Background: an optimization exercise with open tools, aiming at small area and a short achievable clock period. Do not read the settings as production practice.
Function was checked by simulation only, so behaviour that the tests miss may differ from the original.

==> design.v <==
module sparc_alu_reg (
    input             clk,
    input      [31:0] valA_in,
    input      [31:0] valB_in,
    input      [1:0]  op_in,
    input      [2:0]  op2_in,
    input      [21:0] imm22_in,
    input      [5:0]  op3_in,
    input             i_in,
    input      [12:0] simm13_in,
    input      [31:0] pc_in,
    input             a_in,
    input      [3:0]  cond_in,
    input      [29:0] disp30_in,
    input      [3:0]  icc_in,
    input      [31:0] y_in,
    output reg [63:0] res_out,
    output reg [31:0] target_out,
    output reg        mux_sel_out,
    output reg [3:0]  icc_out,
    output reg [31:0] y_out,
    output reg        a_out,
    output reg        trap_out
);
    reg [31:0] r_valA, r_valB, r_pc, r_y;
    reg [1:0]  r_op;
    reg [2:0]  r_op2;
    reg [21:0] r_imm22;
    reg [5:0]  r_op3;
    reg        r_i, r_a;
    reg [12:0] r_simm13;
    reg [3:0]  r_cond, r_icc;
    reg [29:0] r_disp30;
    wire [63:0] w_res;
    wire [31:0] w_target, w_y;
    wire        w_mux_sel, w_a, w_trap;
    wire [3:0]  w_icc;
    always @(posedge clk) begin
        r_valA   <= valA_in;
        r_valB   <= valB_in;
        r_op     <= op_in;
        r_op2    <= op2_in;
        r_imm22  <= imm22_in;
        r_op3    <= op3_in;
        r_i      <= i_in;
        r_simm13 <= simm13_in;
        r_pc     <= pc_in;
        r_a      <= a_in;
        r_cond   <= cond_in;
        r_disp30 <= disp30_in;
        r_icc    <= icc_in;
        r_y      <= y_in;
        res_out     <= w_res;
        target_out  <= w_target;
        mux_sel_out <= w_mux_sel;
        icc_out     <= w_icc;
        y_out       <= w_y;
        a_out       <= w_a;
        trap_out    <= w_trap;
    end
    ALU alu (
        .ALU_valA_in(r_valA), .ALU_valB_in(r_valB), .ALU_op_in(r_op),
        .ALU_op2_in(r_op2), .ALU_imm22_in(r_imm22), .ALU_op3_in(r_op3),
        .ALU_i_in(r_i), .ALU_simm13_in(r_simm13), .ALU_res_out(w_res),
        .ALU_PC_in(r_pc), .ALU_a_in(r_a), .ALU_cond_in(r_cond),
        .ALU_rd_in(5'd0), .ALU_disp30_in(r_disp30),
        .ALU_target_address_out(w_target), .ALU_mux_sel_out(w_mux_sel),
        .clk(clk), .reset(1'b0), .ALU_icc_in(r_icc), .ALU_icc_out(w_icc),
        .ALU_Y_in(r_y), .ALU_Y_out(w_y), .ALU_a_out(w_a),
        .ALU_trap_out(w_trap)
    );
endmodule

module alu_fa (input A, input B, input CIN, output SUM, output COUT);
	assign SUM  = A ^ B ^ CIN;
	assign COUT = (A & B) | (A & CIN) | (B & CIN);
endmodule
module alu_rca #(parameter W = 32) (
	input  [W-1:0] a,
	input  [W-1:0] b,
	input          ci,
	output [W-1:0] s,
	output         co
);
	wire [W:0] c;
	assign c[0] = ci;
	genvar i;
	generate for (i = 0; i < W; i = i + 1) begin : g
		alu_fa fa (.A(a[i]), .B(b[i]), .CIN(c[i]), .SUM(s[i]), .COUT(c[i+1]));
	end endgenerate
	assign co = c[W];
endmodule
module alu_rca0 #(parameter W = 32) (
	input  [W-1:0] a,
	input  [W-1:0] b,
	output [W-1:0] s,
	output         co
);
	wire [W:0] c;
	assign s[0] = a[0] ^ b[0];
	assign c[1] = a[0] & b[0];
	genvar i;
	generate for (i = 1; i < W; i = i + 1) begin : g
		alu_fa fa (.A(a[i]), .B(b[i]), .CIN(c[i]), .SUM(s[i]), .COUT(c[i+1]));
	end endgenerate
	assign co = c[W];
endmodule
module alu_add_sk #(parameter W = 32) (
	input  [W-1:0] a,
	input  [W-1:0] b,
	input          ci,
	output [W-1:0] s,
	output         co
);
	localparam L = W > 32 ? 6 : W > 16 ? 5 : W > 8 ? 4 : W > 4 ? 3 : W > 2 ? 2 : 1;
	wire [W-1:0] g [0:L];
	wire [W-1:0] p [0:L];
	assign g[0] = a & b;
	assign p[0] = a ^ b;
	genvar l, i;
	generate for (l = 0; l < L; l = l + 1) begin : lv
		for (i = 0; i < W; i = i + 1) begin : nd
			if ((i >> l) % 2 == 1) begin : c
				assign g[l+1][i] = g[l][i] | (p[l][i] & g[l][((i >> l) << l) - 1]);
				assign p[l+1][i] = p[l][i] & p[l][((i >> l) << l) - 1];
			end else begin : n
				assign g[l+1][i] = g[l][i];
				assign p[l+1][i] = p[l][i];
			end
		end
	end endgenerate
	wire [W:0] c;
	assign c[0] = ci;
	generate for (i = 0; i < W; i = i + 1) begin : cc
		assign c[i+1] = g[L][i] | (p[L][i] & ci);
	end endgenerate
	assign s = p[0] ^ c[W-1:0];
	assign co = c[W];
endmodule
module alu_add_mx #(parameter W = 32) (
	input  [W-1:0] a,
	input  [W-1:0] b,
	input          ci,
	output [W-1:0] s,
	output         co
);
	localparam L = W > 32 ? 6 : W > 16 ? 5 : W > 8 ? 4 : W > 4 ? 3 : W > 2 ? 2 : 1;
	wire [W-1:0] g [0:L];
	wire [W-1:0] p [0:L];
	assign g[0] = a;
	assign p[0] = a ^ b;
	genvar l, i;
	generate for (l = 0; l < L; l = l + 1) begin : lv
		for (i = 0; i < W; i = i + 1) begin : nd
			if ((i >> l) % 2 == 1) begin : c
				assign g[l+1][i] = p[l][i] ? g[l][((i >> l) << l) - 1] : g[l][i];
				assign p[l+1][i] = p[l][i] & p[l][((i >> l) << l) - 1];
			end else begin : n
				assign g[l+1][i] = g[l][i];
				assign p[l+1][i] = p[l][i];
			end
		end
	end endgenerate
	wire [W:0] c;
	assign c[0] = ci;
	generate for (i = 0; i < W; i = i + 1) begin : cc
		assign c[i+1] = p[L][i] ? ci : g[L][i];
	end endgenerate
	assign s = p[0] ^ c[W-1:0];
	assign co = c[W];
endmodule
module alu_carry #(parameter W = 32) (
	input  [W-1:0] a,
	input  [W-1:0] b,
	output         co
);
	function automatic [1:0] gp(input integer lo, input integer n, input [W-1:0] x, input [W-1:0] y);
		reg [1:0] h, l;
		begin
			if (n == 1) gp = {x[lo] & y[lo], x[lo] | y[lo]};
			else begin
				l = gp(lo, n / 2, x, y);
				h = gp(lo + n / 2, n - n / 2, x, y);
				gp = {h[1] | (h[0] & l[1]), h[0] & l[0]};
			end
		end
	endfunction
	wire [1:0] r = gp(0, W, a, b);
	assign co = r[1];
endmodule
module alu_qsel (input [6:0] est, input [7:0] ds, output qp1, output qp2, output qn1, output qn2);
	function automatic ge7(input [6:0] x, input [6:0] c);
		logic r;
		integer i;
		begin
			r = 1'b1;
			for (i = 0; i < 7; i = i + 1)
				if (c[i] ^ (i == 6)) r = (x[i] ^ (i == 6)) & r;
				else r = (x[i] ^ (i == 6)) | r;
			ge7 = r;
		end
	endfunction
	wire gm1 = (ds[0] & ge7(est, 7'd115)) | (ds[1] & ge7(est, 7'd113)) | (ds[2] & ge7(est, 7'd112)) | (ds[3] & ge7(est, 7'd111)) | (ds[4] & ge7(est, 7'd109)) | (ds[5] & ge7(est, 7'd108)) | (ds[6] & ge7(est, 7'd107)) | (ds[7] & ge7(est, 7'd105));
	wire g0 = (ds[0] & ge7(est, 7'd123)) | (ds[1] & ge7(est, 7'd123)) | (ds[2] & ge7(est, 7'd123)) | (ds[3] & ge7(est, 7'd123)) | (ds[4] & ge7(est, 7'd120)) | (ds[5] & ge7(est, 7'd120)) | (ds[6] & ge7(est, 7'd120)) | (ds[7] & ge7(est, 7'd120));
	wire g1 = (ds[0] & ge7(est, 7'd4)) | (ds[1] & ge7(est, 7'd4)) | (ds[2] & ge7(est, 7'd4)) | (ds[3] & ge7(est, 7'd4)) | (ds[4] & ge7(est, 7'd6)) | (ds[5] & ge7(est, 7'd6)) | (ds[6] & ge7(est, 7'd6)) | (ds[7] & ge7(est, 7'd6));
	wire g2 = (ds[0] & ge7(est, 7'd12)) | (ds[1] & ge7(est, 7'd14)) | (ds[2] & ge7(est, 7'd15)) | (ds[3] & ge7(est, 7'd17)) | (ds[4] & ge7(est, 7'd19)) | (ds[5] & ge7(est, 7'd20)) | (ds[6] & ge7(est, 7'd22)) | (ds[7] & ge7(est, 7'd24));
	assign qp2 = g2;
	assign qp1 = g1 & ~g2;
	assign qn1 = gm1 & ~g0;
	assign qn2 = ~gm1;
endmodule
module alu_qsel2 (input [6:0] est, input [27:0] thr, output qp1, output qp2, output qn1, output qn2);
	function automatic ge(input [6:0] x, input [6:0] y);
		reg [6:0] a, b, g, p;
		reg [6:0] G, P;
		integer i;
		begin
			a = x ^ 7'h40;
			b = ~(y ^ 7'h40);
			g = a & b;
			p = a | b;
			G[0] = g[0] | p[0];
			for (i = 1; i < 7; i = i + 1) G[i] = g[i] | (p[i] & G[i-1]);
			ge = G[6];
		end
	endfunction
	wire gm1 = ge(est, thr[6:0]);
	wire g0  = ge(est, thr[13:7]);
	wire g1  = ge(est, thr[20:14]);
	wire g2  = ge(est, thr[27:21]);
	assign qp2 = g2;
	assign qp1 = g1 & ~g2;
	assign qn1 = gm1 & ~g0;
	assign qn2 = ~gm1;
endmodule
module alu_add7 (input [6:0] a, input [6:0] b, input ci, output [6:0] s, output co);
	wire [6:0] p = a ^ b;
	wire [6:0] P1, G1, P2, G2, P3, G3;
	genvar i;
	generate for (i = 0; i < 7; i = i + 1) begin : l
		if (i % 2 == 1) begin : o1
			assign P1[i] = p[i] & p[i-1];
			assign G1[i] = p[i] ? a[i-1] : a[i];
		end else begin : e1
			assign P1[i] = p[i];
			assign G1[i] = a[i];
		end
		if (i % 4 >= 2) begin : o2
			assign P2[i] = P1[i] & P1[(i/4)*4+1];
			assign G2[i] = P1[i] ? G1[(i/4)*4+1] : G1[i];
		end else begin : e2
			assign P2[i] = P1[i];
			assign G2[i] = G1[i];
		end
		if (i >= 4) begin : o3
			assign P3[i] = P2[i] & P2[3];
			assign G3[i] = P2[i] ? G2[3] : G2[i];
		end else begin : e3
			assign P3[i] = P2[i];
			assign G3[i] = G2[i];
		end
	end endgenerate
	wire [6:0] c = {(P3[5:0] & {6{ci}}) | (~P3[5:0] & G3[5:0]), ci};
	assign s = p ^ c;
	assign co = P3[6] ? ci : G3[6];
endmodule
module alu_sm (input qp1, input qp2, input qn1, input qn2, output pos, output m1, output m2);
	assign pos = qp1 | qp2;
	assign m1 = qp1 | qn1;
	assign m2 = qp2 | qn2;
endmodule
module alu_srt_win (
	input  [6:0] ti,      
	input  [1:0] ys2,     
	input  [1:0] yc2,     
	input  [7:0] ds,      
	input  [6:0] dt,      
	input        cl,      
	input        mul,     
	input  [3:0] bs,      
	output [6:0] to,      
	output       hc,      
	output       ac,      
	output       qp1, qp2, qn1, qn2
);
	wire sp1, sp2, sn1, sn2;
	alu_qsel q (.est(ti), .ds(ds), .qp1(sp1), .qp2(sp2), .qn1(sn1), .qn2(sn2));
	assign qp1 = mul ? bs[3] : sp1;
	assign qp2 = mul ? bs[2] : sp2;
	assign qn1 = mul ? bs[1] : sn1;
	assign qn2 = mul ? bs[0] : sn2;
	wire [6:0] d1 = {1'b0, dt[6:1]};
	wire [6:0] d2 = dt;
	wire [6:0] m = (~d1 & {7{qp1}}) | (d1 & {7{qn1}}) | (~d2 & {7{qp2}}) | (d2 & {7{qn2}});
	wire [2:0] p = {ys2[1] & yc2[1] | (ys2[0] & yc2[0] & (ys2[1] ^ yc2[1])),
	                ys2[1] ^ yc2[1] ^ (ys2[0] & yc2[0]), ys2[0] ^ yc2[0]};
	wire [5:0] ic;
	wire [4:0] ui;
	assign ic[0] = p[2];
	genvar j;
	generate for (j = 0; j < 5; j = j + 1) begin : inc
		assign ui[j] = ti[j] ^ ic[j];
		assign ic[j+1] = ti[j] & ic[j];
	end endgenerate
	assign hc = ic[5];
	alu_add7 ta (.a({ui, p[1:0]}), .b(m), .ci(cl), .s(to), .co(ac));
endmodule
module alu_srt_step #(parameter FIRST = 0) (
	input  [6:0]  ti,
	input  [25:0] si,
	input  [25:0] ci,
	input  [1:0]  nb,     
	input  [31:0] dn,     
	input  [7:0]  ds,
	input         mul,
	input  [3:0]  bs,
	output [6:0]  to,
	output [25:0] so,
	output [25:0] co,
	output        hc, ac,
	output        qp1, qp2, qn1, qn2
);
	wire [27:0] ys = {si, nb};
	wire [27:0] yc = {ci, 2'b00};
	wire [25:0] mj;
	alu_srt_win win (.ti(ti), .ys2(ys[27:26]), .yc2(yc[27:26]), .ds(ds), .dt(dn[31:25]),
		.cl(mj[25]), .mul(mul), .bs(bs), .to(to), .hc(hc), .ac(ac),
		.qp1(qp1), .qp2(qp2), .qn1(qn1), .qn2(qn2));
	wire lpos, lm1, lm2;
	alu_sm sm (.qp1(qp1), .qp2(qp2), .qn1(qn1), .qn2(qn2), .pos(lpos), .m1(lm1), .m2(lm2));
	wire [25:0] d1 = dn[25:0];
	wire [25:0] d2 = {dn[24:0], 1'b0};
	wire [25:0] m;
	assign m[25] = (~d1[25] & qp1) | (d1[25] & qn1) | (~d2[25] & qp2) | (d2[25] & qn2);
	assign m[24:0] = ((d1[24:0] & {25{lm1}}) | (d2[24:0] & {25{lm2}})) ^ {25{lpos}};
	genvar i;
	generate for (i = 0; i < 26; i = i + 1) begin : b
		if (FIRST || i < 2) begin : h
			assign so[i] = ys[i] ^ m[i];
			assign mj[i] = ys[i] & m[i];
		end else if (i == 25) begin : t
			wire ms = ((d1[i] & lm1) | (d2[i] & lm2)) ^ lpos;
			assign so[i] = ys[i] ^ yc[i] ^ ms;
			assign mj[i] = (ys[i] & yc[i]) | (m[i] & (ys[i] | yc[i]));
		end else begin : f
			alu_fa fa (.A(ys[i]), .B(yc[i]), .CIN(m[i]), .SUM(so[i]), .COUT(mj[i]));
		end
	end endgenerate
	assign co = {mj[24:0], lpos};
endmodule
module alu_div_norm (
	input  [31:0] d,
	output [31:0] dn,
	output [4:0]  lz,
	output [7:0]  ds
);
	wire z16 = ~|d[31:16];
	wire [15:0] h16 = z16 ? d[15:0] : d[31:16];
	wire z8 = ~|h16[15:8];
	wire [7:0] h8 = z8 ? h16[7:0] : h16[15:8];
	wire z4 = ~|h8[7:4];
	wire [3:0] h4 = z4 ? h8[3:0] : h8[7:4];
	wire z2 = ~|h4[3:2];
	wire [1:0] h2 = z2 ? h4[1:0] : h4[3:2];
	wire z1 = ~h2[1];
	assign lz = {z16, z8, z4, z2, z1};
	wire [31:0] d_1 = z16 ? {d[15:0], 16'b0} : d;
	wire [31:0] d_2 = z8 ? {d_1[23:0], 8'b0} : d_1;
	wire [31:0] d_3 = z4 ? {d_2[27:0], 4'b0} : d_2;
	wire [31:0] d_4 = z2 ? {d_3[29:0], 2'b0} : d_3;
	assign dn = z1 ? {d_4[30:0], 1'b0} : d_4;
	assign ds = 8'b1 << dn[30:28];
endmodule
module alu_div_fin (
	input  [6:0]  t,
	input  [25:0] s,
	input  [25:0] c,
	input  [31:0] d,      
	input  [31:0] dn,     
	input  [4:0]  lz,
	input  [31:0] qp,
	input  [31:0] qn,
	output [31:0] q,
	output        sat,
	output [32:0] pl,
	output        plc
);
	wire [32:0] rem;
	alu_add_mx #(33) ar (.a({t, s}), .b({7'b0, c}), .ci(1'b0), .s(rem), .co(plc));
	assign pl = rem;
	wire neg = rem[32];
	wire qc;
	alu_add_mx #(32) aq (.a(qp), .b(~qn), .ci(~neg), .s(q), .co(qc));
	wire [32:0] ge, low;
	wire [31:0] dz;
	genvar i;
	generate for (i = 0; i < 33; i = i + 1) begin : st
		assign ge[i] = i >= lz;
		if (i == 0) begin : z
			assign low[i] = 1'b1;
			assign dz[i] = 1'b1;
		end else begin : nz
			assign low[i] = low[i-1] & ~dn[i-1];
			if (i < 32) begin : dd
				assign dz[i] = dz[i-1] & ~d[i-1];
			end
		end
	end endgenerate
	wire [32:0] k1 = {1'b0, dn} ^ (ge & low);    
	wire [32:0] k2 = ge;                          
	wire [31:0] dm1 = d ^ dz;                     
	wire [32:0] ea = {t, s}, eb = {7'b0, c};
	wire [32:0] ex = ea ^ eb;
	wire [32:0] x1 = ex ^ k1, x2 = ex ^ k2;
	wire [32:0] m1 = (ea & eb) | (ex & ~k1);
	wire [32:0] m2 = (ea & eb) | (ex & ~k2);
	wire eq1 = ~|(x1 ^ {m1[31:0], 1'b0});
	wire eq2 = ~|(x2 ^ {m2[31:0], 1'b0});
	wire qd;
	alu_carry #(32) qdc (.a(q), .b(dm1), .co(qd));
	assign sat = (eq1 | eq2) & qd;
endmodule
module alu_muldiv (
	input  [63:0] n,      
	input  [31:0] d,      
	input  [31:0] a,      
	input  [31:0] b,      
	input         mul,    
	output [31:0] q,
	output        sat,
	output [63:0] p
);
	wire [31:0] dn;
	wire [4:0] lz;
	wire [7:0] ds;
	alu_div_norm norm (.d(d), .dn(dn), .lz(lz), .ds(ds));
	wire [31:0] x = mul ? a : dn;
	wire [63:0] nm = n & {64{~mul}};
	wire [79:0] n_1 = lz[4] ? {nm, 16'b0} : {16'b0, nm};
	wire [87:0] n_2 = lz[3] ? {n_1, 8'b0} : {8'b0, n_1};
	wire [91:0] n_3 = lz[2] ? {n_2, 4'b0} : {4'b0, n_2};
	wire [93:0] n_4 = lz[1] ? {n_3, 2'b0} : {2'b0, n_3};
	wire [94:0] nn  = lz[0] ? {n_4, 1'b0} : {1'b0, n_4};
	wire [34:0] bx = {2'b0, b, 1'b0};
	wire [3:0] bsel [0:32];
	genvar k;
	generate for (k = 0; k < 33; k = k + 1) begin : bd
		if (k <= 16) begin : d
			wire b2 = bx[2*k+2], b1 = bx[2*k+1], b0 = bx[2*k];
			assign bsel[k] = {b2 & (b1 ^ b0), b2 & ~b1 & ~b0, ~b2 & (b1 ^ b0), ~b2 & b1 & b0};
		end else begin : z
			assign bsel[k] = 4'b0;
		end
	end endgenerate
	wire [6:0]  t [0:33];
	wire [25:0] s [0:33];
	wire [25:0] c [0:33];
	wire [32:0] qp1, qp2, qn1, qn2, hc, ac;
	assign t[33] = {4'b0, nn[94:92]};
	assign s[33] = nn[91:66];
	assign c[33] = 26'b0;
	generate for (k = 32; k >= 0; k = k - 1) begin : st
		alu_srt_step #(.FIRST(k == 32)) step (.ti(t[k+1]), .si(s[k+1]), .ci(c[k+1]),
			.nb(nn[2*k+1:2*k]), .dn(x), .ds(ds), .mul(mul), .bs(bsel[k]), .to(t[k]), .so(s[k]),
			.co(c[k]), .hc(hc[k]), .ac(ac[k]), .qp1(qp1[k]), .qp2(qp2[k]), .qn1(qn1[k]), .qn2(qn2[k]));
	end endgenerate
	wire [31:0] qp, qn;
	generate for (k = 0; k < 16; k = k + 1) begin : qd
		assign qp[2*k+1:2*k] = {qp2[k], qp1[k]};
		assign qn[2*k+1:2*k] = {qn2[k], qn1[k]};
	end endgenerate
	wire [32:0] pl;
	wire plc;
	alu_div_fin fin (.t(t[0]), .s(s[0]), .c(c[0]), .d(d), .dn(dn), .lz(lz), .qp(qp), .qn(qn),
		.q(q), .sat(sat), .pl(pl), .plc(plc));
	wire [30:0] v1, v2, v3;
	generate for (k = 0; k < 16; k = k + 1) begin : hi
		assign v1[2*k] = t[k+1][5];
		assign v2[2*k] = hc[k] ^ ac[k];
		assign v3[2*k] = ~(qp1[k] | qp2[k]);
		if (k < 15) begin : u
			assign v1[2*k+1] = t[k+1][6];
			assign v2[2*k+1] = hc[k] & ac[k];
			assign v3[2*k+1] = 1'b1;
		end
	end endgenerate
	wire [30:0] hs = v1 ^ v2 ^ v3;
	wire [30:0] hk = (v1 & v2) | (v1 & v3) | (v2 & v3);
	wire [30:0] ph;
	wire phc;
	alu_add_mx #(31) ah (.a(hs), .b({hk[29:0], 1'b1}), .ci(plc), .s(ph), .co(phc));
	assign p = {ph, pl};
endmodule
module ALU
(
	input [31:0] ALU_valA_in,
	input [31:0] ALU_valB_in,
	input [1:0] ALU_op_in,
	input [2:0] ALU_op2_in,
	input [21:0] ALU_imm22_in,
	input [5:0] ALU_op3_in,
	input ALU_i_in,
	input [12:0] ALU_simm13_in,
	output logic [63:0] ALU_res_out,
	input [31:0] ALU_PC_in,
	input ALU_a_in,
	input [3:0] ALU_cond_in,
	input [4:0] ALU_rd_in,
	input [29:0] ALU_disp30_in,
	output logic [31:0] ALU_target_address_out,
	output logic ALU_mux_sel_out,
	input clk, 
	input reset,
	input [3:0] ALU_icc_in,
	output logic [3:0] ALU_icc_out,
	input [31:0] ALU_Y_in,
	output logic [31:0] ALU_Y_out,
	output logic ALU_a_out,
	output logic ALU_trap_out
);
	wire [31:0] A = ALU_valA_in;
	wire [31:0] B = ALU_i_in ? {{19{ALU_simm13_in[12]}}, ALU_simm13_in} : ALU_valB_in;
	wire [31:0] Y = ALU_Y_in;
	wire [5:0] op3 = ALU_op3_in;
	wire [3:0] cond = ALU_cond_in;
	wire [3:0] icc = ALU_icc_in;
	wire f3 = ALU_op_in == 2'b10;
	wire is_call = ALU_op_in == 2'b01;
	wire is_sethi = ALU_op_in == 2'b00 && ALU_op2_in == 3'b100;
	wire is_br = ALU_op_in == 2'b00 && ALU_op2_in == 3'b010;
	wire o_logic = f3 && op3[5] == 1'b0 && op3[3] == 1'b0 && op3[1:0] != 2'b00;
	wire o_logcc = o_logic && op3[4];
	wire o_sub   = f3 && (op3 == 6'b000100 || op3 == 6'b010100 || op3 == 6'b001100 || op3 == 6'b011100 ||
	                      op3 == 6'b100001 || op3 == 6'b100011);
	wire o_usec  = f3 && (op3 == 6'b001000 || op3 == 6'b011000 || op3 == 6'b001100 || op3 == 6'b011100);
	wire o_arcc  = f3 && (op3 == 6'b010000 || op3 == 6'b011000 || op3 == 6'b010100 || op3 == 6'b011100 ||
	                      op3 == 6'b100000 || op3 == 6'b100001 || op3 == 6'b100100);
	wire o_tag   = f3 && (op3 == 6'b100000 || op3 == 6'b100001);
	wire o_tagtv = f3 && (op3 == 6'b100010 || op3 == 6'b100011);
	wire o_mulscc = f3 && op3 == 6'b100100;
	wire o_shift = f3 && (op3 == 6'b100101 || op3 == 6'b100110 || op3 == 6'b100111);
	wire o_umul  = f3 && (op3 == 6'b001010 || op3 == 6'b011010);
	wire o_smul  = f3 && (op3 == 6'b001011 || op3 == 6'b011011);
	wire o_mulcc = f3 && (op3 == 6'b011010 || op3 == 6'b011011);
	wire o_udiv  = f3 && (op3 == 6'b001110 || op3 == 6'b011110);
	wire o_sdiv  = f3 && (op3 == 6'b001111 || op3 == 6'b011111);
	wire o_udivcc = f3 && op3 == 6'b011110;
	wire o_sdivcc = f3 && op3 == 6'b011111;
	wire o_jmpl  = f3 && op3 == 6'b111000;
	wire o_rdy   = f3 && op3 == 6'b101000;
	wire o_wry   = f3 && op3 == 6'b110000;
	wire o_trap  = f3 && op3 == 6'b111010;
	wire [31:0] ax = o_mulscc ? {1'b0, A[31:1]} : A;
	wire [31:0] bx = o_mulscc ? (B & {32{Y[0]}}) : B;
	wire cuse = o_usec & icc[0];
	wire [31:0] sum;
	wire cout;
	wire binv = o_sub | (o_logic & op3[2]);   
	wire [31:0] bi = bx ^ {32{binv}};
	alu_rca #(32) add (.a(ax), .b(bi), .ci(cuse ^ o_sub), .s(sum), .co(cout));
	wire r32 = cout ^ o_sub;   
	wire [63:0] res_add = {{31{o_sub & r32}}, r32, sum};
	wire [31:0] bl = bi;
	wire [31:0] lres = op3[1:0] == 2'b01 ? (A & bl) : op3[1:0] == 2'b10 ? (A | bl) : (A ^ bl);
	wire lhi = op3[2] & op3[1];   
	wire [63:0] res_log = {{32{lhi}}, lres};
	wire [4:0] sh = B[4:0];
	wire left = op3[1:0] == 2'b01;
	wire [4:0] ramt = left ? (~sh + 5'd1) : sh;
	wire [31:0] rt1 = ramt[0] ? {A[0], A[31:1]} : A;
	wire [31:0] rt2 = ramt[1] ? {rt1[1:0], rt1[31:2]} : rt1;
	wire [31:0] rt3 = ramt[2] ? {rt2[3:0], rt2[31:4]} : rt2;
	wire [31:0] rt4 = ramt[3] ? {rt3[7:0], rt3[31:8]} : rt3;
	wire [31:0] rot = ramt[4] ? {rt4[15:0], rt4[31:16]} : rt4;
	wire [31:0] ge;    
	genvar gi;
	generate for (gi = 0; gi < 32; gi = gi + 1) begin : thermo
		assign ge[gi] = gi >= sh;
	end endgenerate
	wire [31:0] ger;
	generate for (gi = 0; gi < 32; gi = gi + 1) begin : thermor
		assign ger[gi] = ge[31-gi];
	end endgenerate
	wire sgn = op3[0] & A[31];   
	wire [63:0] res_sh = left ? {rot & ~ge, rot & ge} :
	                     {{32{sgn}}, (rot & ger) | ({32{sgn}} & ~ger)};
	wire [63:0] prod;
	wire [31:0] dq;
	wire sat;    
	alu_muldiv md (.n({Y, A}), .d(B), .a(A), .b(B), .mul(o_umul | o_smul), .q(dq), .sat(sat),
		.p(prod));
	wire s_pc   = is_call | o_jmpl;
	wire s_div  = o_udiv | o_sdiv;
	wire s_mul  = o_umul | o_smul;
	wire s_none = s_pc | is_sethi | o_logic | o_shift | s_mul | s_div | o_rdy | o_wry | o_trap;
	wire s_add  = ~s_none;
	wire [31:0] dres = dq | {32{sat & o_udiv}};
	assign ALU_res_out[31:0] = ({32{s_add}} & sum) | ({32{s_pc}} & ALU_PC_in) |
		({32{is_sethi}} & {ALU_imm22_in, 10'b0}) | ({32{o_logic}} & lres) |
		({32{o_shift}} & res_sh[31:0]) | ({32{s_mul}} & prod[31:0]) | ({32{s_div}} & dres) |
		({32{o_rdy}} & Y);
	assign ALU_res_out[63:32] = ({32{s_add}} & {{31{o_sub & r32}}, r32}) | ({32{o_logic & lhi}}) |
		({32{o_shift}} & res_sh[63:32]) | ({32{o_umul}} & prod[63:32]) |
		({32{o_smul & prod[31]}}) | ({32{o_wry}} & (A ^ B));
	wire zadd = ~r32 & ~|sum;
	wire ovf = ~(A[31] ^ B[31] ^ o_sub) & (A[31] ^ sum[31]);
	wire tag = A[0] | A[1] | B[0] | B[1];
	wire zdq = ~|dq;
	always_comb begin
		ALU_icc_out = icc;
		if (o_logcc) ALU_icc_out[2] = ~lhi & ~|lres;
		if (o_arcc) ALU_icc_out = {sum[31], zadd, ovf | (o_tag & tag), r32};
		if (o_tagtv && !(tag || ovf)) ALU_icc_out = {sum[31], zadd, 1'b0, r32};
		if (o_mulcc) ALU_icc_out = {prod[31], ~|prod[31:0], 2'b00};
		if (o_udivcc) ALU_icc_out = {dq[31] | sat, zdq & ~sat, sat, 1'b0};
		if (o_sdivcc) ALU_icc_out = {dq[31], zdq, 2'b00};
	end
	assign ALU_Y_out = o_mulscc ? {A[0], Y[31:1]} : Y;
	wire cn = icc[3], cz = icc[2], cv = icc[1], cc = icc[0];
	logic base;
	always_comb begin
		case (cond[2:0])
			3'd0: base = 1'b0;
			3'd1: base = cz;
			3'd2: base = cz | (cn ^ cv);
			3'd3: base = cn ^ cv;
			3'd4: base = cc | cz;
			3'd5: base = cc;
			3'd6: base = cn;
			default: base = cv;
		endcase
	end
	wire take = base ^ cond[3];
	wire ttake = cond == 4'b0100 ? (cc | cz | cn) : cond == 4'b0110 ? 1'b0 : take;
	wire [29:0] off = is_call ? ALU_disp30_in : {{8{ALU_imm22_in[21]}}, ALU_imm22_in};
	wire [29:0] pct;
	wire pcc;
	alu_rca0 #(30) tadd (.a(ALU_PC_in[31:2]), .b(off), .s(pct), .co(pcc));
	assign ALU_target_address_out = o_jmpl ? sum : (is_call || is_br) ? {pct, ALU_PC_in[1:0]} : 32'b0;
	assign ALU_mux_sel_out = is_call | o_jmpl | (is_br & take);
	assign ALU_a_out = ALU_a_in & ~is_call & ~(is_br & take & (cond[2:0] != 3'b000));
	assign ALU_trap_out = o_trap & ttake;
endmodule
==> run.sh <==
#!/bin/bash
# synth_recipe.tcl (not shown) runs the flow's synth.tcl, then flattens the netlist and writes it again
# the make line also repeats each setting of config.mk as NAME=value (left out here)
make -C /OpenROAD-flow-scripts/flow DESIGN_CONFIG=/design/flow/config.mk WORK_HOME=/design/flow/orfs CLKGATE_MAP_FILE= SYNTH_SCRIPT=/design/flow/synth_recipe.tcl finish
==> config.mk <==
export PLATFORM = sky130hd
export DESIGN_NAME = sparc_alu_reg
export DESIGN_NICKNAME = sparc_alu_reg
export VERILOG_FILES = /design/flow/design.v
export SDC_FILE = /design/flow/constraint.sdc
export NUM_CORES = 8
export LEC_CHECK = 0
export ABC_AREA = 1
export CAP_MARGIN = 60
export CORE_MARGIN = 2
export CORE_UTILIZATION = 60
export SLEW_MARGIN = 60
==> constraint.sdc <==
create_clock -name core_clock -period 400.0 [get_ports {clk}]
set_input_delay 80.0000 -clock core_clock [delete_from_list [all_inputs] [get_ports {clk}]]
set_output_delay 80.0000 -clock core_clock [all_outputs]
set_load 0.01 [all_outputs]
==> results of run 1 <==
==> cell usage in the layout (no fill, tap or decap), types with 141 or more instances in the layout <==
cell | synthesis | routed
nor2_1 | 927 | 909
buf_4 | 21 | 288
o22ai_1 | 824 | 824
xor2_1 | 773 | 762
dfxtp_1 | 349 | 342
nor2_2 | 133 | 141
nand3_2 | 184 | 184
nand2_2 | 936 | 940
o21ai_1 | 176 | 198
inv_2 | 185 | 220
a21oi_1 | 251 | 247
o21ai_0 | 870 | 800
ha_1 | 544 | 541
nand2_4 | 224 | 223
nand3_1 | 1057 | 1057
nand2_1 | 4263 | 4258
xnor2_1 | 223 | 217
fa_1 | 895 | 893
clkdlybuf4s50_1 | 0 | 349
inv_1 | 1891 | 1848
==> worst paths after layout <==
check                           depth (start not counted)           to
worst min register to register                          2        a_out
worst max register to register                        447  res_out[24]
worst max-delay path                                    1    y_out[18]
worst min-delay path                                    2        a_out
==> metrics by stage <==
step,std cells,setup slack (ps),utilization (%)
floorplan,16717,319670,-
global placement,19046,319110,62.4
detailed placement,19077,319110,62.9
CTS,19131,318410,63.5
global route,19142,315350,63.6
finish,19185,318450,63.7
==> sequential cells by signal, summed over array words and instances, names as in the netlist, 13 cells and up <==
name	cells
r_pc	32
r_disp30	30
r_valB	32
r_imm22	22
res_out	64
target_out	32
r_simm13	13
r_valA	32
y_out	32
r_y	32
==> area by class of cell <==
class,count,area [sq um]
multi-input combinational,13384,91500
fill,17594,67100
inverter,2173,8460
sequential,349,7000
timing repair buffer,702,6490
tap,2480,3100
clock buffer,36,823
clock inverter,18,278
antenna,43,108
==> cells by family after synthesis <==
kind of cell               Yosys count  share of synthesized area, %
xor gates and xnor gates          1003                          7.95
AOI/OAI and AO/OA                 2639                          14.5
adders and majority gates         1440                          22.2
and+or+nand+nor                   8277                          36.3
buffers and inverters             2984                          12.5
muxes                               25                         0.225
DFF                                349                          6.27
==> metal layers <==
metal	vias up	global-route usage (%)	part of all wire [%]	wire length [microns]
met3	2079	19.2	16	77900
met4	18	36.2	9.1	45000
met2	8861	69.1	38	190000
li1	53682	-	-	-
met5	-	0	0.023	115
met1	54751	64.8	37	183000
==> qor.tcl, run 1 <==
set qor(critical_path.max_stage_delay_ps) 570
set qor(worst-path-max-fanout) 1
set qor(share_of_the_cycle_needed_by_the_critical_path_after_routing_pct) 20.4
set qor(path_clk_slew_ps) 70
set qor(synth-seq-area-share_pct) 6.27
set qor(synth_warnings) 8
set qor(holdBufCountCts) 0
set qor(worstMarginPinSlew_ps) 703
set qor(wire_length_of_the_first_global_routing_pass_microns) 721000
set qor(cts_buffers) 30
set qor(fin_skew_ps) 27.3
set qor(final-setup-viol-count) 0
set qor(vias_in_the_first_global_route) 108745
set qor(drc_errors) 0
set qor(cts_tree) {built}
set qor(cp_top_family) {buffers and inverters}
set qor(cp_cell_sequence) {clkdlybuf4s50_1}
set qor(drv_slew) 0
set qor(layout-drive-gt1-share_pct) 16.2
set qor(synthDominantCellAreaShare_pct) 16.1
set qor(synth_area_leader_cell) {fa_1}
set qor(final_net_count) 18294
set qor(grt_remaining_overflow) 0
set qor(floorplan.die.width_microns) 435
set qor(first_pass_iters) 7
set qor(slew-limit-headroom_pct) 53.0
set qor(hold_viol) 0
set qor(clock_tree.htree_level_count) 1
set qor(critical_path_class) {flop to output pin}
set qor(post-cts-setup-buffers) 0
set qor(top_post_synthesis_cells_by_area) {fa_1, nand2_1, inv_1}
set qor(critical_path.slowest_cell) {clkdlybuf4s50_1}
set qor(dp.final_hpwl_microns) 396000
set qor(rsz0062_at_grt) {false}
set qor(detail_route.vias_per_cell) 6.22
set qor(synthFlopType) {dfxtp_1}
set qor(syn-mean-instance-area_sq_um) 6.66
set qor(clk-insertion-delay-late_ps) 650
set qor(placedInstanceArea_sq_um) 116000
set qor(design.portCount) 350
set qor(post-synth-top-count-cell) {nand2_1}
set qor(vias) 119391
set qor(synth.net_count) 18371
set qor(post-route-min-period_ps) 81550
set qor(wire_per_inst_microns) 25.9
set qor(final_antenna_net_count) 0
set qor(clock_sinks) 349
set qor(number_of_synthesized_flops_with_an_enable_pin) 0
set qor(synth_common_cells) {nand2_1, inv_1, nand3_1}
set qor(hold_class) {flop to flop}
set qor(timing.critical_path.from_type) {flop}
set qor(maxClockFrequency_mhz) 12.3
set qor(netlist-cell-type-count) 116
set qor(clock_path_buffers) 3
set qor(mappedNetlistArea_sq_um) 111000
set qor(hold-worst-slack_ps) 433
set qor(routed_wirelength_microns) 496000
set qor(synthArstFlopShare_pct) 0
set qor(final_cell_area_sq_um) 118000
set qor(worst_endpoint_required_time_ps) 320000
set qor(synthCells) 16717
set qor(status) {no timing/DRC/antenna violations}
set qor(setup_total_negative_slack_ps) 0
set qor(crit_start) {y_out[18]}
set qor(floorplan.initialDensity_pct) 60.2
set qor(worst_hold_path_startpoint) {r_a}
set qor(grtUsageTotal_pct) 50.6
set qor(resized_gates_after_cts) 0
set qor(std_cell_rows) 158
set qor(maximum_number_of_pins_on_one_net_before_global_route_repair) 79
set qor(ff_to_ff_start) {r_i}
set qor(worstPathBufferInverterCount) 1
set qor(kind_of_end_point_of_the_critical_path) {output pin}
set qor(drt_first_iter_violations) 17428
set qor(place_congestion) 1.14
set qor(die_height_microns) 435
set qor(design.die.area_sq_um) 189000
set qor(portBuffers) 349
set qor(worstPathArrival_ps) 1550
set qor(reg2reg_setup_slack_ps) 320000
set qor(ctsRootBufferMaster) {clkbuf_16}
set qor(number_of_storage_elements_in_the_synthesis_netlist) 349
set qor(core_box_area_sq_um) 185000
set qor(antenna_violations_before_repair) 32
set qor(max-cap-violations) 0
set qor(syn2layout_area_growth_pct) 5.74
==> run 2, diff against run 1 <==
==> flow/run.sh (new file) <==
#!/bin/bash
# Own flow: the standard layout (standard.sh: the standard synthesis and every ORFS step
# unchanged), except that the port buffers that ORFS's buffer_ports inserts during placement
# are the library's smallest buffer, sky130_fd_sc_hd__buf_1 (ORFS's BUFFER_PORTS_ARGS), instead
# of the cell the resizer picks by default. Every input and output port still gets a buffer.
set -euo pipefail
bash standard.sh "BUFFER_PORTS_ARGS=-buffer_cell sky130_fd_sc_hd__buf_1" finish > layout.log 2>&1
==> standard.sh (new file) <==
#!/bin/bash
# synth_recipe.tcl (not shown) runs the flow's synth.tcl, then flattens the netlist and writes it again
# the make line also repeats each setting of config.mk as NAME=value (left out here)
make -C /OpenROAD-flow-scripts/flow DESIGN_CONFIG=/design/flow/config.mk WORK_HOME=/design/flow/orfs CLKGATE_MAP_FILE= SYNTH_SCRIPT=/design/flow/synth_recipe.tcl "${@:-finish}"
--- a/config.mk
+++ b/config.mk
@@ -6,7 +6,7 @@
 export NUM_CORES = 8
 export LEC_CHECK = 0
 export ABC_AREA = 1
-export CAP_MARGIN = 60
+export CAP_MARGIN = 50
 export CORE_MARGIN = 2
-export CORE_UTILIZATION = 60
-export SLEW_MARGIN = 60
+export CORE_UTILIZATION = 55
+export SLEW_MARGIN = 50
removed: run.sh
==> qor.tcl, run 2 <==
set qor(final-setup-viol-count) 0 ;# unchanged
set qor(top_post_synthesis_cells_by_area) {fa_1, nand2_1, inv_1} ;# unchanged
set qor(portBuffers) 349 ;# unchanged
set qor(hold-worst-slack_ps) 428 ;# was 433 ps
set qor(maximum_number_of_pins_on_one_net_before_global_route_repair) 108 ;# was 79
set qor(final_cell_area_sq_um) 115000 ;# was 118000 sq um
set qor(clock_path_buffers) 3 ;# unchanged
set qor(clock_sinks) 349 ;# unchanged
set qor(post-cts-setup-buffers) 0 ;# unchanged
set qor(antenna_violations_before_repair) 50 ;# was 32
set qor(number_of_synthesized_flops_with_an_enable_pin) 0 ;# unchanged
set qor(status) {no timing/DRC/antenna violations} ;# unchanged
set qor(vias) 118277 ;# was 119k
set qor(design.die.area_sq_um) 206000 ;# was 189000 sq um
set qor(resized_gates_after_cts) 0 ;# unchanged
set qor(design.portCount) 350 ;# unchanged
set qor(worstPathArrival_ps) 1180 ;# was 1550 ps
set qor(ctsRootBufferMaster) {clkbuf_16} ;# unchanged
set qor(critical_path_class) {flop to output pin} ;# unchanged
set qor(drt_first_iter_violations) 16761 ;# was 17.4k
set qor(setup_total_negative_slack_ps) 0 ;# unchanged
set qor(vias_in_the_first_global_route) 107081 ;# was 109k
set qor(post-route-min-period_ps) 81180 ;# was 81550 ps
set qor(slew-limit-headroom_pct) 43.7 ;# was 53.0%
set qor(synth_warnings) 8 ;# unchanged
set qor(max-cap-violations) 0 ;# unchanged
set qor(die_height_microns) 454 ;# was 435 microns
set qor(final_antenna_net_count) 0 ;# unchanged
set qor(synthDominantCellAreaShare_pct) 16.1 ;# unchanged
set qor(first_pass_iters) 7 ;# unchanged
set qor(synthFlopType) {dfxtp_1} ;# unchanged
set qor(critical_path.max_stage_delay_ps) 400 ;# was 570 ps
set qor(wire_length_of_the_first_global_routing_pass_microns) 742000 ;# was 721000 microns
set qor(number_of_storage_elements_in_the_synthesis_netlist) 349 ;# unchanged
set qor(cp_top_family) {flip-flops} ;# was buffers and inverters
set qor(path_clk_slew_ps) 60 ;# was 70 ps
set qor(syn-mean-instance-area_sq_um) 6.66 ;# unchanged
set qor(synthArstFlopShare_pct) 0 ;# unchanged
set qor(drv_slew) 0 ;# unchanged
set qor(placedCellCount) 19251 ;# was 19.1k
set qor(mappedNetlistArea_sq_um) 111000 ;# unchanged
set qor(layout.cells.most_common_list) {nand2_1, inv_1, nand3_1} ;# unchanged
set qor(drc_errors) 0 ;# unchanged
set qor(detail_route.vias_per_cell) 6.11 ;# was 6.22
set qor(synthCells) 16717 ;# unchanged
set qor(floorplan.die.width_microns) 454 ;# was 435 microns
set qor(rsz0062_at_grt) {false} ;# unchanged
set qor(place_congestion) 1.17 ;# was 1.14
set qor(grt_remaining_overflow) 0 ;# unchanged
set qor(cts_buffers) 35 ;# was 30
set qor(layout-drive-gt1-share_pct) 15.8 ;# was 16.2%
set qor(core_box_area_sq_um) 202000 ;# was 185000 sq um
set qor(cts_tree) {built} ;# unchanged
set qor(floorplan.initialDensity_pct) 55.2 ;# was 60.2%
set qor(fin_skew_ps) 61.5 ;# was 27.3 ps
set qor(worstPathBufferInverterCount) 1 ;# unchanged
set qor(std_cell_rows) 165 ;# was 158
set qor(netlist-cell-type-count) 116 ;# unchanged
set qor(syn2layout_area_growth_pct) 3.64 ;# was 5.74%
set qor(worst-path-max-fanout) 1 ;# unchanged
set qor(reg_with_most_ffs) {res_out} ;# unchanged
set qor(holdBufCountCts) 0 ;# unchanged
set qor(placedInstanceArea_sq_um) 114000 ;# was 116000 sq um
set qor(synth.net_count) 18371 ;# unchanged
set qor(worst_endpoint_required_time_ps) 320000 ;# about the same
set qor(kind_of_end_point_of_the_critical_path) {output pin} ;# unchanged
set qor(final_core_util_pct) 57.2 ;# was 63.7%
set qor(hold_class) {flop to flop} ;# unchanged
set qor(share_of_the_cycle_needed_by_the_critical_path_after_routing_pct) 20.3 ;# was 20.4%
set qor(routed_wirelength_microns) 519000 ;# was 496000 microns
set qor(timing.critical_path.from_type) {flop} ;# unchanged
set qor(grtUsageTotal_pct) 48.9 ;# was 50.6%
set qor(post-synth-top-count-cell) {nand2_1} ;# unchanged
set qor(clock_tree.htree_level_count) 2 ;# was 1
set qor(synth_area_leader_cell) {fa_1} ;# unchanged
set qor(synth_common_cells) {nand2_1, inv_1, nand3_1} ;# unchanged
set qor(dp.final_hpwl_microns) 418000 ;# was 396000 microns
set qor(largest_register_ff_count) 64 ;# unchanged
set qor(mostFrequentLayoutCell) {nand2_1} ;# unchanged
set qor(clk-insertion-delay-late_ps) 630 ;# was 650 ps
set qor(synth-seq-area-share_pct) 6.27 ;# unchanged
set qor(critical_path.slowest_cell) {dfxtp_1} ;# was clkdlybuf4s50_1
set qor(wire_per_inst_microns) 26.8 ;# was 25.9 microns
set qor(hold_viol) 0 ;# unchanged
set qor(worstMarginPinSlew_ps) 836 ;# was 703 ps
set qor(final_net_count) 18284 ;# about the same
set qor(maxClockFrequency_mhz) 12.3 ;# about the same
set qor(cp_cell_sequence) {buf_1} ;# was clkdlybuf4s50_1
set qor(final_cells) 19351 ;# was 19.2k
[run 2: changes by cell type in the layout (fill, tap and decap cells not counted), moves of 11 or more]
cell | before | now
clkdlybuf4s50_1 | 349 | 0
inv_2 | 220 | 203
buf_1 | 1 | 349
ha_1 | 541 | 530
diode_2 | 43 | 24
ha_2 | 2 | 14
inv_1 | 1848 | 1865
o21ai_0 | 800 | 816
[run 2: stage by stage]
| step | worst slack (ps) |
|---|---|
| after floorplan | 319670 |
| after global placement | 318410 |
| after detailed placement | 319410 |
| after CTS | 318790 |
| after global routing | 314420 |
| final | 318820 |
[run 2: layout make-up]
cell class	count	area (sq um)
Inverter	2173	8450
Multi-Input combinational cell	13384	91200
Tap cell	2672	3340
Timing Repair Buffer	687	4080
Clock inverter	18	259
Sequential cell	349	6990
Antenna cell	24	60.1
Clock buffer	44	990
Fill cell	20298	86300
[run 2: worst paths after layout]
path / from / slack [ps] / end / cells past startpoint
worst min-delay path: r_a / 430 / a_out / 2
worst min register to register: r_a / 430 / a_out / 2
worst max register to register: r_i / 319570 / res_out[60] / 430
worst max-delay path: res_out[11] / 318820 / res_out[11] / 1
[run 2: logic make-up after synthesis]
group | count (synthesis) | synth area share (%)
mux | 25 | 0.225
xor+xnor | 1003 | 7.95
buf+inv | 2984 | 12.5
compound gates | 2639 | 14.5
fa+ha+maj | 1440 | 22.2
flops | 349 | 6.27
simple gates | 8277 | 36.3
[run 2: routing by layer]
| metal | part of all wire, % | up-vias | GRT usage (%) |
|---|---|---|---|
| met1 | 38 | 54915 | 62.9 |
| met2 | 39 | 8023 | 67.9 |
| met4 | 7.7 | 62 | 30.7 |
| li1 | - | 53633 | - |
| met5 | 0.075 | - | 0 |
| met3 | 15 | 1644 | 19.0 |
==> run 3, diff against run 2 <==
--- a/config.mk
+++ b/config.mk
@@ -8,5 +8,5 @@
 export ABC_AREA = 1
 export CAP_MARGIN = 50
 export CORE_MARGIN = 2
-export CORE_UTILIZATION = 55
+export CORE_UTILIZATION = 60
 export SLEW_MARGIN = 50
==> qor.tcl, run 3 <==
set qor(worstPathArrival_ps) 81910 ;# was 1180 ps
set qor(detail_route.vias_per_cell) 6.18 ;# was 6.11
set qor(synthDominantCellAreaShare_pct) 16.1 ;# unchanged
set qor(worstMarginPinSlew_ps) 861 ;# was 836 ps
set qor(rsz0062_at_grt) {false} ;# unchanged
set qor(final_cell_area_sq_um) 115000 ;# about the same
set qor(core_box_area_sq_um) 185000 ;# was 202000 sq um
set qor(share_of_the_cycle_needed_by_the_critical_path_after_routing_pct) 20.3 ;# about the same
set qor(holdBufCountCts) 0 ;# unchanged
set qor(grt_remaining_overflow) 0 ;# unchanged
set qor(critical_path.slowest_cell) {fa_1} ;# was dfxtp_1
set qor(slew-limit-headroom_pct) 42.6 ;# was 43.7%
set qor(floorplan.initialDensity_pct) 60.2 ;# was 55.2%
set qor(synthArstFlopShare_pct) 0 ;# unchanged
set qor(antenna_violations_before_repair) 39 ;# was 50
set qor(std_cell_rows) 158 ;# was 165
set qor(final_core_util_pct) 62.1 ;# was 57.2%
set qor(status) {no timing/DRC/antenna violations} ;# unchanged
set qor(critical_path_class) {flop to flop} ;# was flop to output pin
set qor(portBuffers) 349 ;# unchanged
set qor(area_of_the_multi_input_gates_sq_um) 91200 ;# about the same
set qor(layout-drive-gt1-share_pct) 15.7 ;# was 15.8%
set qor(critical_path.max_stage_delay_ps) 710 ;# was 400 ps
set qor(clock_sinks) 349 ;# unchanged
set qor(timing.critical_path.from_type) {flop} ;# unchanged
set qor(clk-insertion-delay-late_ps) 660 ;# was 630 ps
set qor(kind_of_end_point_of_the_critical_path) {flop} ;# was output pin
set qor(syn2layout_area_growth_pct) 3.10 ;# was 3.64%
set qor(number_of_synthesized_flops_with_an_enable_pin) 0 ;# unchanged
set qor(layout.cells.most_common_list) {nand2_1, inv_1, nand3_1} ;# unchanged
set qor(drc_errors) 0 ;# unchanged
set qor(final_antenna_net_count) 0 ;# unchanged
set qor(hold_viol) 0 ;# unchanged
set qor(path_clk_slew_ps) 70 ;# was 60 ps
set qor(post-route-min-period_ps) 81340 ;# was 81180 ps
set qor(synth.net_count) 18371 ;# unchanged
set qor(cp_top_family) {simple AND/OR/NAND/NOR gates} ;# was flip-flops
set qor(design.die.area_sq_um) 189000 ;# was 206000 sq um
set qor(cts_buffers) 29 ;# was 35
set qor(largest_register_ff_count) 64 ;# unchanged
set qor(wire_length_of_the_first_global_routing_pass_microns) 706000 ;# was 742000 microns
set qor(max-cap-violations) 0 ;# unchanged
set qor(netlist-cell-type-count) 116 ;# unchanged
set qor(maximum_number_of_pins_on_one_net_before_global_route_repair) 83 ;# was 108
set qor(top_post_synthesis_cells_by_area) {fa_1, nand2_1, inv_1} ;# unchanged
set qor(resized_gates_after_cts) 0 ;# unchanged
set qor(routed_wirelength_microns) 487000 ;# was 519000 microns
set qor(post-synth-top-count-cell) {nand2_1} ;# unchanged
set qor(placedInstanceArea_sq_um) 113000 ;# was 114000 sq um
set qor(post-cts-setup-buffers) 0 ;# unchanged
set qor(worst_hold_path_startpoint) {r_a} ;# unchanged
set qor(dp.final_hpwl_microns) 389000 ;# was 418000 microns
set qor(synth_warnings) 8 ;# unchanged
set qor(seqCellArea_sq_um) 6990 ;# about the same
set qor(first_pass_iters) 10 ;# was 7
set qor(clock_path_buffers) 3 ;# unchanged
set qor(synthCells) 16717 ;# unchanged
set qor(fin_skew_ps) 49.7 ;# was 61.5 ps
set qor(number_of_storage_elements_in_the_synthesis_netlist) 349 ;# unchanged
set qor(path_common_cell) {nand2_1}
set qor(final-setup-viol-count) 0 ;# unchanged
set qor(grtUsageTotal_pct) 49.6 ;# was 48.9%
set qor(die_height_microns) 435 ;# was 454 microns
set qor(wire_per_inst_microns) 25.4 ;# was 26.8 microns
set qor(drv_slew) 0 ;# unchanged
set qor(syn-mean-instance-area_sq_um) 6.66 ;# unchanged
set qor(drt_first_iter_violations) 16449 ;# was 16.8k
set qor(synth_common_cells) {nand2_1, inv_1, nand3_1} ;# unchanged
set qor(crit_start) {r_i} ;# was res_out[11]
set qor(synth_area_leader_cell) {fa_1} ;# unchanged
set qor(vias_in_the_first_global_route) 107072 ;# about the same
set qor(cts_tree) {built} ;# unchanged
set qor(reg_with_most_ffs) {res_out} ;# unchanged
set qor(worst_endpoint_required_time_ps) 400570 ;# was 320000 ps
set qor(hold_class) {flop to flop} ;# unchanged
set qor(fill_cells) 17973 ;# was 20.3k
set qor(final_net_count) 18273 ;# about the same
set qor(setup_total_negative_slack_ps) 0 ;# unchanged
set qor(vias) 118332 ;# about the same
set qor(floorplan.die.width_microns) 435 ;# was 454 microns
set qor(ctsRootBufferMaster) {clkbuf_16} ;# unchanged
set qor(maxClockFrequency_mhz) 12.3 ;# about the same
set qor(worst-path-max-fanout) 62 ;# was 1
set qor(design.portCount) 350 ;# unchanged
set qor(ff_to_ff_start) {r_i} ;# unchanged
set qor(synth-seq-area-share_pct) 6.27 ;# unchanged
set qor(mostFrequentLayoutCell) {nand2_1} ;# unchanged
set qor(place_congestion) 1.14 ;# was 1.17
set qor(worstPathBufferInverterCount) 58 ;# was 1
set qor(clock_tree.htree_level_count) 1 ;# was 2
set qor(mappedNetlistArea_sq_um) 111000 ;# unchanged
set qor(synthFlopType) {dfxtp_1} ;# unchanged
## run 3: cell counts after synthesis
Identical to the previous run, type by type.
## run 3: worst paths after layout
check / cells after the start / slack (ps) / endpoint
max: 432 / 318660 / res_out[30]
min: 2 / 420 / a_out
max reg2reg: 432 / 318660 / res_out[30]
min reg2reg: 2 / 420 / a_out
## run 3: cell families after synthesis
family                   count (synthesis)  synth area share [%]
flip-flops                             349                  6.27
XOR/XNOR                              1003                  7.95
buffers and inverters                 2984                  12.5
adder cells (fa/ha/maj)               1440                  22.2
AO/OA/AOI/OAI                         2639                  14.5
AND/OR/NAND/NOR                       8277                  36.3
multiplexers                            25                 0.225
## run 3: per-stage QoR
stage          hold WS (ps)  std cells  worst slack [ps]
6_report                423      19161            318660
3_3_place_gp            417      19040            319500
5_1_grt                 444      19122            313700
4_1_cts                 426      19108            318800
2_1_floorplan           410      16717            319670
3_5_place_dp            417      19054            319500
## run 3: final cells by class
| type | count | share of cell area (%) |
|---|---|---|
| Clock inverter | 14 | 0.140 |
| Tap cell | 2480 | 2.70 |
| Antenna cell | 39 | 0.0850 |
| Inverter | 2173 | 7.35 |
| Multi-Input combinational cell | 13384 | 79.4 |
| Timing Repair Buffer | 682 | 3.50 |
| Clock buffer | 40 | 0.729 |
| Sequential cell | 349 | 6.09 |
## run 3: routing by layer
layer / GRT usage [%] / vias up / share of wire [%]
met3: 17.5 / 1894 / 15
met4: 35.2 / 22 / 8.9
met1: 63.9 / 54649 / 37
met2: 68.5 / 8167 / 39
met5: 0 / - / 0.032
li1: - / 53600 / -
## run 3: worst register-to-register path: cells and delay by family (launching register included)
| kind | cells | cell delay (ps) |
|---|---|---|
| adders and majority gates | 100 | 29290 |
| xor gates and xnor gates | 16 | 3170 |
| buffers and inverters | 58 | 10730 |
| DFF | 1 | 310 |
| and+or+nand+nor | 229 | 31640 |
| AOI/OAI and AO/OA | 29 | 6120 |
==> run 4, diff against run 3 <==
--- a/config.mk
+++ b/config.mk
@@ -6,7 +6,7 @@
 export NUM_CORES = 8
 export LEC_CHECK = 0
 export ABC_AREA = 1
-export CAP_MARGIN = 50
+export CAP_MARGIN = 60
 export CORE_MARGIN = 2
-export CORE_UTILIZATION = 60
-export SLEW_MARGIN = 50
+export CORE_UTILIZATION = 55
+export SLEW_MARGIN = 60
==> qor.tcl, run 4 <==
set qor(synth_common_cells) {nand2_1, inv_1, nand3_1} ;# unchanged
set qor(drt_first_iter_violations) 17409 ;# was 16.4k
set qor(layout-drive-gt1-share_pct) 16.4 ;# was 15.7%
set qor(worstMarginPinSlew_ps) 712 ;# was 861 ps
set qor(critical_register_to_register_path_endpoint) {res_out[24]} ;# was res_out[30]
set qor(worst_hold_path_startpoint) {r_a} ;# unchanged
set qor(synthArstFlopShare_pct) 0 ;# unchanged
set qor(synth-seq-area-share_pct) 6.27 ;# unchanged
set qor(place_congestion) 1.17 ;# was 1.14
set qor(critical_path_class) {flop to output pin} ;# was flop to flop
set qor(die_height_microns) 454 ;# was 435 microns
set qor(final_cells) 19396 ;# was 19.2k
set qor(critical_path.max_stage_delay_ps) 430 ;# was 710 ps
set qor(synth_area_leader_cell) {fa_1} ;# unchanged
set qor(post-route-min-period_ps) 81200 ;# was 81340 ps
set qor(clk-insertion-delay-late_ps) 630 ;# was 660 ps
set qor(placedCellCount) 19291 ;# was 19.1k
set qor(maximum_number_of_pins_on_one_net_before_global_route_repair) 108 ;# was 83
set qor(synthDominantCellAreaShare_pct) 16.1 ;# unchanged
set qor(design.die.area_sq_um) 206000 ;# was 189000 sq um
set qor(worstPathArrival_ps) 1200 ;# was 81910 ps
set qor(clock_path_buffers) 3 ;# unchanged
set qor(final_net_count) 18315 ;# about the same
set qor(clock_tree.htree_level_count) 2 ;# was 1
set qor(synth-xor-area-share_pct) 7.95 ;# unchanged
set qor(maxClockFrequency_mhz) 12.3 ;# about the same
set qor(synth_warnings) 8 ;# unchanged
set qor(mappedNetlistArea_sq_um) 111000 ;# unchanged
set qor(syn-mean-instance-area_sq_um) 6.66 ;# unchanged
set qor(cts_tree) {built} ;# unchanged
set qor(count_of_cells_along_the_worst_hold_path) 2 ;# unchanged
set qor(synth-compound-area-share_pct) 14.5 ;# unchanged
set qor(final_antenna_net_count) 0 ;# unchanged
set qor(netlist-cell-type-count) 116 ;# unchanged
set qor(cp_top_family) {flip-flops} ;# was simple AND/OR/NAND/NOR gates
set qor(setup_total_negative_slack_ps) 0 ;# unchanged
set qor(worst-path-max-fanout) 1 ;# was 62
set qor(ctsRootBufferMaster) {clkbuf_16} ;# unchanged
set qor(holdBufCountCts) 0 ;# unchanged
set qor(hold_class) {flop to flop} ;# unchanged
set qor(core_box_area_sq_um) 202000 ;# was 185000 sq um
set qor(largest_register_ff_count) 64 ;# unchanged
set qor(synth_top_family_by_area) {simple AND/OR/NAND/NOR gates} ;# unchanged
set qor(post-cts-setup-buffers) 0 ;# unchanged
set qor(max-cap-violations) 0 ;# unchanged
set qor(grt_remaining_overflow) 0 ;# unchanged
set qor(synthFlopType) {dfxtp_1} ;# unchanged
set qor(final-setup-viol-count) 0 ;# unchanged
set qor(r2r.worst_path.cells) 435 ;# was 432
set qor(std_cell_rows) 165 ;# was 158
set qor(first_pass_iters) 7 ;# was 10
set qor(detail_route.vias_per_cell) 6.14 ;# was 6.18
set qor(hold_end) {a_out} ;# unchanged
set qor(resized_gates_after_cts) 0 ;# unchanged
set qor(final_core_util_pct) 57.5 ;# was 62.1%
set qor(worst_endpoint_required_time_ps) 320000 ;# was 400570 ps
set qor(rsz0062_at_grt) {false} ;# unchanged
set qor(number_of_synthesized_flops_with_an_enable_pin) 0 ;# unchanged
set qor(reg2reg_setup_slack_ps) 320550 ;# was 318660 ps
set qor(worstPathBufferInverterCount) 1 ;# was 58
set qor(routed_wirelength_microns) 521000 ;# was 487000 microns
set qor(critical_path.slowest_cell) {dfxtp_1} ;# was fa_1
set qor(dp.final_hpwl_microns) 420000 ;# was 389000 microns
set qor(floorplan.initialDensity_pct) 55.2 ;# was 60.2%
set qor(path_clk_slew_ps) 70 ;# about the same
set qor(kind_of_end_point_of_the_critical_path) {output pin} ;# was flop
set qor(portBuffers) 349 ;# unchanged
set qor(slew-limit-headroom_pct) 52.6 ;# was 42.6%
set qor(drc_errors) 0 ;# unchanged
set qor(fill_cells) 20240 ;# was 18.0k
set qor(number_of_storage_elements_in_the_synthesis_netlist) 349 ;# unchanged
set qor(share_of_the_cycle_needed_by_the_critical_path_after_routing_pct) 20.3 ;# about the same
set qor(post-synth-top-count-cell) {nand2_1} ;# unchanged
set qor(vias_in_the_first_global_route) 107402 ;# about the same
set qor(reg_with_most_ffs) {res_out} ;# unchanged
set qor(cts_buffers) 35 ;# was 29
set qor(ff_to_ff_start) {r_i} ;# unchanged
set qor(vias) 119020 ;# was 118k
set qor(hold_viol) 0 ;# unchanged
set qor(synthCells) 16717 ;# unchanged
set qor(drv_slew) 0 ;# unchanged
set qor(antenna_violations_before_repair) 43 ;# was 39
set qor(final_cell_area_sq_um) 116000 ;# was 115000 sq um
set qor(status) {no timing/DRC/antenna violations} ;# unchanged
set qor(design.portCount) 350 ;# unchanged
set qor(post_synth_mux_area_share_pct) 0.225 ;# unchanged
set qor(syn2layout_area_growth_pct) 4.24 ;# was 3.10%
set qor(clock_sinks) 349 ;# unchanged
set qor(mostFrequentLayoutCell) {nand2_1} ;# unchanged
set qor(fin_skew_ps) 56.8 ;# was 49.7 ps
set qor(cp_cell_sequence) {buf_1}
set qor(placedInstanceArea_sq_um) 115000 ;# was 113000 sq um
set qor(adder_cell_share_of_the_synthesized_area_pct) 22.2 ;# unchanged
set qor(synth-simple-area-share_pct) 36.3 ;# unchanged
set qor(timing.critical_path.from_type) {flop} ;# unchanged
set qor(synth.net_count) 18371 ;# unchanged
set qor(layout.cells.most_common_list) {nand2_1, inv_1, nand3_1} ;# unchanged
set qor(wire_length_of_the_first_global_routing_pass_microns) 742000 ;# was 706000 microns
set qor(top_post_synthesis_cells_by_area) {fa_1, nand2_1, inv_1} ;# unchanged
set qor(grtUsageTotal_pct) 48.9 ;# was 49.6%
set qor(floorplan.die.width_microns) 454 ;# was 435 microns
set qor(wire_per_inst_microns) 26.9 ;# was 25.4 microns
[run 4: cell counts after synthesis]
No cell type changed its count.
[run 4: layer usage]
layer / share of wire (%) / track usage (%) / vias to the layer above
met5: 0.056 / 0 / -
met4: 7.3 / 29.3 / 42
met3: 15 / 17.3 / 1594
met2: 40 / 68.4 / 8201
met1: 38 / 64.2 / 55491
li1: - / - / 53692
[run 4: worst max-delay path by stage]
stage,from,endpoint,slack (ps),depth (start not counted)
2_1_floorplan,a_out,a_out,319670,0
3_3_place_gp,r_i,res_out[30],318410,435
3_5_place_dp,icc_out[3],icc_out[3],319410,1
4_1_cts,icc_out[3],icc_out[3],318790,1
5_1_grt,r_i,res_out[21],315490,449
6_report,icc_out[3],icc_out[3],318800,1
[run 4: layout make-up]
type / count / area [sq um] / area share (%)
clock inverters: 18 / 228 / 0.196
multi-input cells: 13384 / 91600 / 78.9
diodes: 38 / 95.1 / 0.0819
repair buffers: 718 / 4440 / 3.82
well taps: 2672 / 3340 / 2.88
clock buffers: 44 / 950 / 0.818
inverters: 2173 / 8450 / 7.28
flip-flops and latches: 349 / 7000 / 6.03
[run 4: cells by family after synthesis]
family                   after synthesis
buffers and inverters               2984
AO/OA/AOI/OAI                       2639
AND/OR/NAND/NOR                     8277
adder cells (fa/ha/maj)             1440
XOR/XNOR                            1003
flip-flops                           349
multiplexers                          25
[run 4: per-stage QoR]
step / hold slack (ps) / setup slack, ps
finish: 428 / 318800
global route: 447 / 315490
CTS: 431 / 318790
detailed placement: 421 / 319410
global placement: 423 / 318410
floorplan: 410 / 319670
[run 4: worst reg2reg max path, delay by kind of cell, from the launching register on]
family,cells,cell delay [ps]
buffers and inverters,59,9290
XOR/XNOR,18,4060
AO/OA/AOI/OAI,36,6680
flip-flops,1,600
adder cells (fa/ha/maj),100,28480
AND/OR/NAND/NOR,222,30230

## what the ideal ports hide
The results above use ideal ports. As a check the final layouts listed here were re-extracted and re-timed, cells and wires unchanged. Step 1, drivers: a clkbuf_16 drives clk and a buf_2 each remaining input, both assumed. Step 2 times the ports against the registers' clock, not the clock port: input delays grow and output delays shrink by t, the midpoint of the rising clock arrivals with the driver on. Slacks: ideal / step 1 / step 2; pairs: ideal / step 1.
run | shift t [ns] | setup slack, ns | worst setup path at the end | latest minus earliest clock arrival (ns) | worst data-port slew with drivers (ns)
run 1 | 0.724 | 318.448 / 318.365 / 319.088 | register to output | 0.028 / 0.027 | 0.06
run 2 | 0.696 | 318.817 / 318.722 / 319.408 | input to register | 0.061 / 0.061 | 0.12
run 3 | 0.726 | 318.657 / 318.657 / 318.657 | register to register | 0.051 / 0.050 | 0.06
run 4 | 0.703 | 318.798 / 318.700 / 319.403 | register to output | 0.057 / 0.057 | 0.13
After both steps every run listed still meets setup and hold.
